Background: an optimization exercise with open tools, aiming at small area, a short achievable clock period and few clock cycles. Do not read the settings as production practice. In this exercise RTL edits were held to simulation tests only and were not proved equivalent to the original.

Setup of P:
==> flow/design.v (excerpt) <==
module PSE ( clk,
			reset,
			Xin,
			Yin,
			point_num,
			valid,
			Xout,
			Yout);
For scale: roughly 1600 cells after synthesis.
==> flow/config.mk <==
export PLATFORM = sky130hd
export DESIGN_NAME = PSE
export DESIGN_NICKNAME = PSE
export VERILOG_FILES = /design/flow/design.v
export SDC_FILE = /design/flow/constraint.sdc
export NUM_CORES = 4
export LEC_CHECK = 0
export CAP_MARGIN = 20
export CORE_MARGIN = 2
export CORE_UTILIZATION = 40
export SETUP_SLACK_MARGIN = 4.0
export SLEW_MARGIN = 20
export SYNTH_HIERARCHICAL = 1
==> flow/constraint.sdc <==
create_clock -name core_clock -period 11.0 [get_ports {clk}]
set_input_delay 2.2000 -clock core_clock [delete_from_list [all_inputs] [get_ports {clk}]]
set_output_delay 2.2000 -clock core_clock [all_outputs]
set_load 0.01 [all_outputs]
standard.sh (not shown) runs the stock make flow with config.mk's settings and CLKGATE_MAP_FILE= SYNTH_SCRIPT=/design/flow/synth_recipe.tcl, a recipe that flattens the netlist after the stock synthesis.
==> flow/flow/run.sh <==
#!/bin/bash
# The standard layout (the standard.sh), with plain buffers on the ports
# instead of delay buffers. The tools' output goes to standard.log here and to
# the ORFS logs under orfs/logs/.
export BUFFER_PORTS_ARGS="-buffer_cell sky130_fd_sc_hd__buf_2"
bash standard.sh > standard.log 2>&1
Testbench counts of P, summed over its fixed seeds: cycles 22,671.
For Q, these inputs were changed with respect to P:
# P
export LEC_CHECK = 0
export CAP_MARGIN = 20
export CORE_MARGIN = 2
export CORE_UTILIZATION = 40
export SETUP_SLACK_MARGIN = 4.0
export SLEW_MARGIN = 20
export SYNTH_HIERARCHICAL = 1
create_clock -name core_clock -period 11.0 [get_ports {clk}]
# Q
export LEC_CHECK = 0
export CAP_MARGIN = 20
export CORE_MARGIN = 2
export CORE_UTILIZATION = 40
export CTS_BUF_LIST = sky130_fd_sc_hd__clkbuf_8
export CTS_CLUSTER_DIAMETER = 100
export CTS_CLUSTER_SIZE = 40
export SETUP_SLACK_MARGIN = 4.5
export SLEW_MARGIN = 20
create_clock -name core_clock -period 11.0 [get_ports {clk}]
==> flow/run.sh (new file) <==
#!/bin/bash
# synth_recipe.tcl (not shown) runs the flow's synth.tcl, then flattens the netlist and writes it again
# the make line also repeats each setting of config.mk as NAME=value (left out here)
make -C /OpenROAD-flow-scripts/flow DESIGN_CONFIG=/design/flow/config.mk WORK_HOME=/design/flow/orfs CLKGATE_MAP_FILE= SYNTH_SCRIPT=/design/flow/synth_recipe.tcl finish
removed: flow/flow/run.sh
removed: flow/standard.sh
[summary]
Q: cell area after synthesis 2.6% below P. Taking P as the reference, in Q overall fraction of global-route tracks in use now larger; count of clock-buffer cells in the layout saw little to no change. | number of vias in the routed layout | lower: P |. When the final numbers for Q and P were put side by side, the number of buffer and inverter instances along the worst setup path turned out to be smaller in P. Changes observed in Q relative to P: setup slack has increased. Higher iteration-0 DRC count of the detailed router among Q and P: Q.
> inputs changed (Q -> R)
# Q
export LEC_CHECK = 0
export CAP_MARGIN = 20
export CORE_MARGIN = 2
export CORE_UTILIZATION = 40
export CTS_BUF_LIST = sky130_fd_sc_hd__clkbuf_8
export CTS_CLUSTER_DIAMETER = 100
export CTS_CLUSTER_SIZE = 40
export SETUP_SLACK_MARGIN = 4.5
export SLEW_MARGIN = 20
create_clock -name core_clock -period 11.0 [get_ports {clk}]
# R
export LEC_CHECK = 0
export CAP_MARGIN = 20
export CORE_MARGIN = 2
export CORE_UTILIZATION = 60
export PLACE_DENSITY = 0.8
export SETUP_SLACK_MARGIN = 4.0
export SLEW_MARGIN = 20
create_clock -name core_clock -period 11.0 [get_ports {clk}]
==> flow/flow/run.sh (new file) <==
#!/bin/bash
# The standard layout (the standard.sh), with plain buffers on the ports
# instead of delay buffers. The tools' output goes to standard.log here and to
# the ORFS logs under orfs/logs/.
export BUFFER_PORTS_ARGS="-buffer_cell sky130_fd_sc_hd__buf_2"
bash standard.sh > standard.log 2>&1
==> flow/standard.sh (new file) <==
#!/bin/bash
# synth_recipe.tcl (not shown) runs the flow's synth.tcl, then flattens the netlist and writes it again
# the make line also repeats each setting of config.mk as NAME=value (left out here)
make -C /OpenROAD-flow-scripts/flow DESIGN_CONFIG=/design/flow/config.mk WORK_HOME=/design/flow/orfs CLKGATE_MAP_FILE= SYNTH_SCRIPT=/design/flow/synth_recipe.tcl "${@:-finish}"
removed: flow/run.sh
Notes after the runs:
In the tables for Q and R, critical path depth reads lower with R.
Diff R..Q | number of buffers inserted for hold repair after clock tree synthesis | unchanged
On number of buffers inserted to repair setup after CTS, the lower figure sits with R, not Q.

Another version of the RTL of PSE (not shown whole).
For scale: ~160 flip-flops, about 46 I/O pins.
make LEC_CHECK=0 CAP_MARGIN=20 CORE_MARGIN=2 CORE_UTILIZATION=40 SETUP_SLACK_MARGIN=5 SLEW_MARGIN=20 finish   # period 11.0 ns
run.sh (not shown) runs the stock make flow with config.mk's settings and CLKGATE_MAP_FILE= SYNTH_SCRIPT=/design/flow/synth_recipe.tcl, a recipe that flattens the netlist after the stock synthesis.
Stock flow here: none of the scripts above is used.
Testbench counts at the start, summed over its fixed seeds: cycles 22,671.
Change:
SETUP_SLACK_MARGIN = 3.5   (was 5)
- hold slack improved by 0.012 ns
- utilization is lower by 2.6 points
- count of clock-buffer cells in the layout is lower by 1
- global-route usage is lower by 1.1 points
- final cell count is lower by about 2%
Change:
ABC_CLOCK_PERIOD_IN_PS = 5000   (was default)
SETUP_SLACK_MARGIN = 5   (was 3.5)
Area after synthesis stays the same.
Design area increases by a few percent.
Count of clock-buffer cells in the layout is higher by 1.
First-iteration DRC count went up by about a fifth.
Routed wire length increases by a few percent.
Via count rose by a few percent.
Change:
ABC_CLOCK_PERIOD_IN_PS = 4000   (was 5000)
SETUP_SLACK_MARGIN = 4.5   (was 5)
The new run finished clean. Setup slack gets worse by 0.037 ns. Global-route usage came out higher by 0.14 points. Synthesized area is unchanged. Routed wire length barely changes. Final area is about the same. First-iteration DRC count came out lower by 14%. Via count falls by 0.84%.
Change:
ABC_CLOCK_PERIOD_IN_PS = 5500   (was 4000)
Effect:
- fmax is unchanged
- wire length does not change
- via count does not change
- synthesized area does not change

re-timing with driven ports:
Ports are ideal in the flow. The routed layouts listed here were re-timed in OpenROAD.
Step 1 assumes that a clkbuf_16 drives the clock port and a buf_2 every other input.
Step 2 also shifts input and output timing later by t, the mid clock arrival at the registers, as if the neighbouring blocks saw the same clock.
Three values: ideal, step 1, step 2; two values: the first two.
run	t, ns	setup slack, ns	clock arrival spread, ns	cell pins on the clock port's net
P	0.484	4.086 / 4.086 / 4.086	0.009 / 0.009	1
Q	0.507	4.381 / 4.381 / 4.381	0.015 / 0.014	1
R	0.482	4.195 / 4.195 / 4.195	0.012 / 0.012	1
the first run of note 2	0.488	4.414 / 4.414 / 4.414	0.010 / 0.011	1
the second run of note 2	0.476	3.666 / 3.666 / 3.666	0.015 / 0.015	1
the third run of note 2	0.488	4.414 / 4.414 / 4.414	0.010 / 0.011	1
the fourth run of note 2	0.467	4.377 / 4.377 / 4.377	0.011 / 0.011	1
the fifth run of note 2	0.467	4.377 / 4.377 / 4.377	0.011 / 0.011	1
After both steps setup and hold are still met in every run listed.
